Source: an optimization exercise on an open RTL-to-GDS flow (aim: small area, a short achievable clock period and few clock cycles per item). Production flows keep margins and buffers that such runs may drop. The RTL was checked by simulation tests, not by an equivalence proof against the original design.

// dot_product
module dot_product #(
  parameter ADDR_WIDTH = 5,
  parameter WIDTH = 32
) (
  input clk,
  input rst,
  input [ADDR_WIDTH:0] len,
  input [WIDTH-1:0] a_data,
  input a_valid,
  output reg a_ready,
  input [WIDTH-1:0] b_data,
  input b_valid,
  output reg b_ready,
  output [WIDTH-1:0] c_data,
  output reg c_valid,
  input c_ready
);
Size: roughly 110 I/O pins, roughly 0.020 sq mm of cells after synthesis.
clock: 10.0 ns
lec_check: 0
cap_margin: 5
core_margin: 2
core_utilization: 40
gpl_routability_driven: 0
place_density: 0.6
slew_margin: 5
standard.sh (not shown) runs the stock make flow with config.mk's settings and CLKGATE_MAP_FILE= SYNTH_SCRIPT=/design/flow/synth_recipe.tcl, a recipe that flattens the netlist after the stock synthesis.
==> flow/flow/run.sh <==
#!/bin/bash
# Own layout flow: the standard layout (standard synthesis, floorplan,
# placement, CTS, routing) run through standard.sh, with extra make settings
# read from flow/make_args.txt (one VAR=value per line). They set how hard
# timing repair works (a setup slack margin, so that repair keeps shortening
# the critical paths after the 10 ns clock is met) and which buffer cell
# buffers the ports. The design's clock and I/O constraints are unchanged.
# make's full output goes to flow_make.log here; each ORFS step also keeps
# its own log under orfs/logs/.
set -euo pipefail
cd "$(dirname "$0")/.."
args=()
while IFS= read -r line || [[ -n "$line" ]]; do
  [[ -z "$line" || "$line" == \#* ]] && continue
  args+=("$line")
done < flow/make_args.txt
bash standard.sh "${args[@]}" finish > flow_make.log 2>&1
==> flow/flow/make_args.txt <==
SETUP_SLACK_MARGIN=6.6
BUFFER_PORTS_ARGS=-buffer_cell sky130_fd_sc_hd__buf_2
The starting point completed with no timing, DRC or antenna violations.
Testbench counts at the start, summed over its fixed seeds: cycles 10,109, items 512.
Rerun with:
==> flow/flow/make_args.txt (replaced) <==
SETUP_SLACK_MARGIN=6.62
BUFFER_PORTS_ARGS=-buffer_cell sky130_fd_sc_hd__buf_2
--- a/flow/config.mk
+++ b/flow/config.mk
@@ -11 +10,0 @@
-export GPL_ROUTABILITY_DRIVEN = 0
=>
- The new run passed the timing, design-rule and antenna checks
- register-to-register slack gets better by 20 ps
- setup slack improved by 24 ps
- clock skew barely changes
Rerun with:
==> flow/flow/make_args.txt (replaced) <==
SETUP_SLACK_MARGIN=6.6
BUFFER_PORTS_ARGS=-buffer_cell sky130_fd_sc_hd__buf_2
--- a/flow/config.mk
+++ b/flow/config.mk
@@ -11 +11 @@
-export PLACE_DENSITY = 0.6
+export PLACE_DENSITY = 0.65
The changed run finished clean.
Sequential share of layout area barely changes.
First-iteration DRC count climbs by 19%.
Core utilization stays flat.

---

Setup of oak:
dot_product, a different RTL version from the one above (not shown whole).
Size in the first run: ~2100 cells after synthesis, roughly 110 I/O pins, about 20000 sq um of cells after synthesis.
clock: 10.0 ns
lec_check: 0
cap_margin: 20
core_margin: 2
core_utilization: 40
place_density: 0.6
slew_margin: 20
==> flow/flow/make_args.txt <==
SETUP_SLACK_MARGIN=7.2
BUFFER_PORTS_ARGS=-buffer_cell sky130_fd_sc_hd__buf_2
Scripts as last shown in full above: flow/flow/run.sh
Testbench counts of oak, summed over its fixed seeds: cycles 10,109, items 512.
What pine does differently from oak at the input level:
==> flow/flow/make_args.txt <==
SETUP_SLACK_MARGIN=6.45
BUFFER_PORTS_ARGS=-buffer_cell sky130_fd_sc_hd__buf_2
==> summary.txt <==
Timing, DRC, antenna: 0 failures across pine and oak
Delta (pine minus oak): required arrival time at the worst endpoint about even; number of standard cells after synthesis about even.

---

RTL: one of the versions met above, not the one the previous note started from.
Size in the first run: ~110 I/O pins.
Settings: LEC_CHECK=0, CAP_MARGIN=5, CORE_MARGIN=2, CORE_UTILIZATION=40, CTS_BUF_LIST=sky130_fd_sc_hd__clkbuf_4 sky130_fd_sc_hd__clkbuf_8, PLACE_DENSITY=0.6, SLEW_MARGIN=5; clock period 10.0 ns.
==> flow/flow/make_args.txt <==
SETUP_SLACK_MARGIN=6.6
BUFFER_PORTS_ARGS=-buffer_cell sky130_fd_sc_hd__buf_2
Scripts as last shown in full above: flow/flow/run.sh
Testbench counts at the start, summed over its fixed seeds: cycles 10,109, items 512.
Rerun with:
- CORE_UTILIZATION: 40 -> 45
- CTS_BUF_LIST: sky130_fd_sc_hd__clkbuf_4 sky130_fd_sc_hd__clkbuf_8 -> not set
- PLACE_DENSITY: 0.6 -> 0.55
=> Final cell count is lower by 3.6%; first-iteration DRC count increases by 24%; wire length is lower by 2.1%; maximum frequency decreases by 1.3%; hold slack is worse by 0.015 ns.
Rerun with:
- CAP_MARGIN: 5 -> 20
- CORE_UTILIZATION: 45 -> 40
- PLACE_DENSITY: 0.55 -> 0.6
- SLEW_MARGIN: 5 -> 20
Clock skew climbs by 0.0044 ns.
Via count climbs by 1.4%.
Worst hold slack improves by 0.016 ns.
Worst setup slack improves by 0.043 ns.
Rerun with:
==> flow/flow/make_args.txt (replaced) <==
SETUP_SLACK_MARGIN=6.75
BUFFER_PORTS_ARGS=-buffer_cell sky130_fd_sc_hd__buf_2
The new run produced a clean layout. First-iteration DRC count decreases by a few percent. Sequential share of layout area decreases by 1.1 points. Synthesized cell count does not change. Critical path depth decreases by 1.
Rerun with:
==> flow/flow/make_args.txt (replaced) <==
SETUP_SLACK_MARGIN=6.55
BUFFER_PORTS_ARGS=-buffer_cell sky130_fd_sc_hd__buf_2
- CAP_MARGIN: 20 -> 5
- SLEW_MARGIN: 20 -> 5
Effect: The changed run ran to the end with no violations. Final cell count fell by 1.8%. Critical path depth fell by 1. Global-route usage shrinks by 0.44 points. Clock-buffer cell count does not change. Setup slack loses 0.068 ns.

==> static timing again, ports no longer ideal <==
The flow's constraints put no driver on any port. The routed layouts listed below were extracted and timed again, unchanged, in two steps.
Step 1: set_driving_cell puts a clkbuf_16 on clk and a buf_2 on each other input, an assumption about the parent block.
Step 2 times the ports against the registers' clock, not the clock port: input delays grow and output delays shrink by t, the midpoint of the rising clock arrivals with the driver on.
Slacks: no drivers / after step 1 / after step 2; pairs: no drivers / after step 1.
run	t, ns	setup slack, ns	hold WS [ns]	latest minus earliest clock arrival (ns)
the first run of note 1	0.625	6.674 / 6.630 / 6.403	0.519 / 0.519 / 0.519	0.018 / 0.017
the second run of note 1	0.621	6.697 / 6.685 / 6.491	0.524 / 0.524 / 0.524	0.015 / 0.014
the third run of note 1	0.615	6.687 / 6.650 / 6.470	0.525 / 0.525 / 0.525	0.015 / 0.016
oak	0.617	6.680 / 6.680 / 6.421	0.465 / 0.465 / 0.465	0.024 / 0.023
pine	0.620	6.569 / 6.569 / 6.268	0.478 / 0.478 / 0.478	0.020 / 0.020
the first run of note 3	0.657	6.705 / 6.705 / 6.475	0.523 / 0.523 / 0.523	0.027 / 0.027
the second run of note 3	0.627	6.662 / 6.662 / 6.636	0.508 / 0.508 / 0.508	0.009 / 0.008
the third run of note 3	0.623	6.705 / 6.685 / 6.577	0.524 / 0.524 / 0.524	0.013 / 0.014
the fourth run of note 3	0.619	6.742 / 6.742 / 6.582	0.524 / 0.524 / 0.524	0.011 / 0.011
the fifth run of note 3	0.617	6.674 / 6.674 / 6.493	0.524 / 0.524 / 0.524	0.016 / 0.016
After both steps setup and hold are still met in every run listed. The setup slack of pine, which loses most, moves by 0.000 ns with the drivers and by -0.301 ns with both steps.
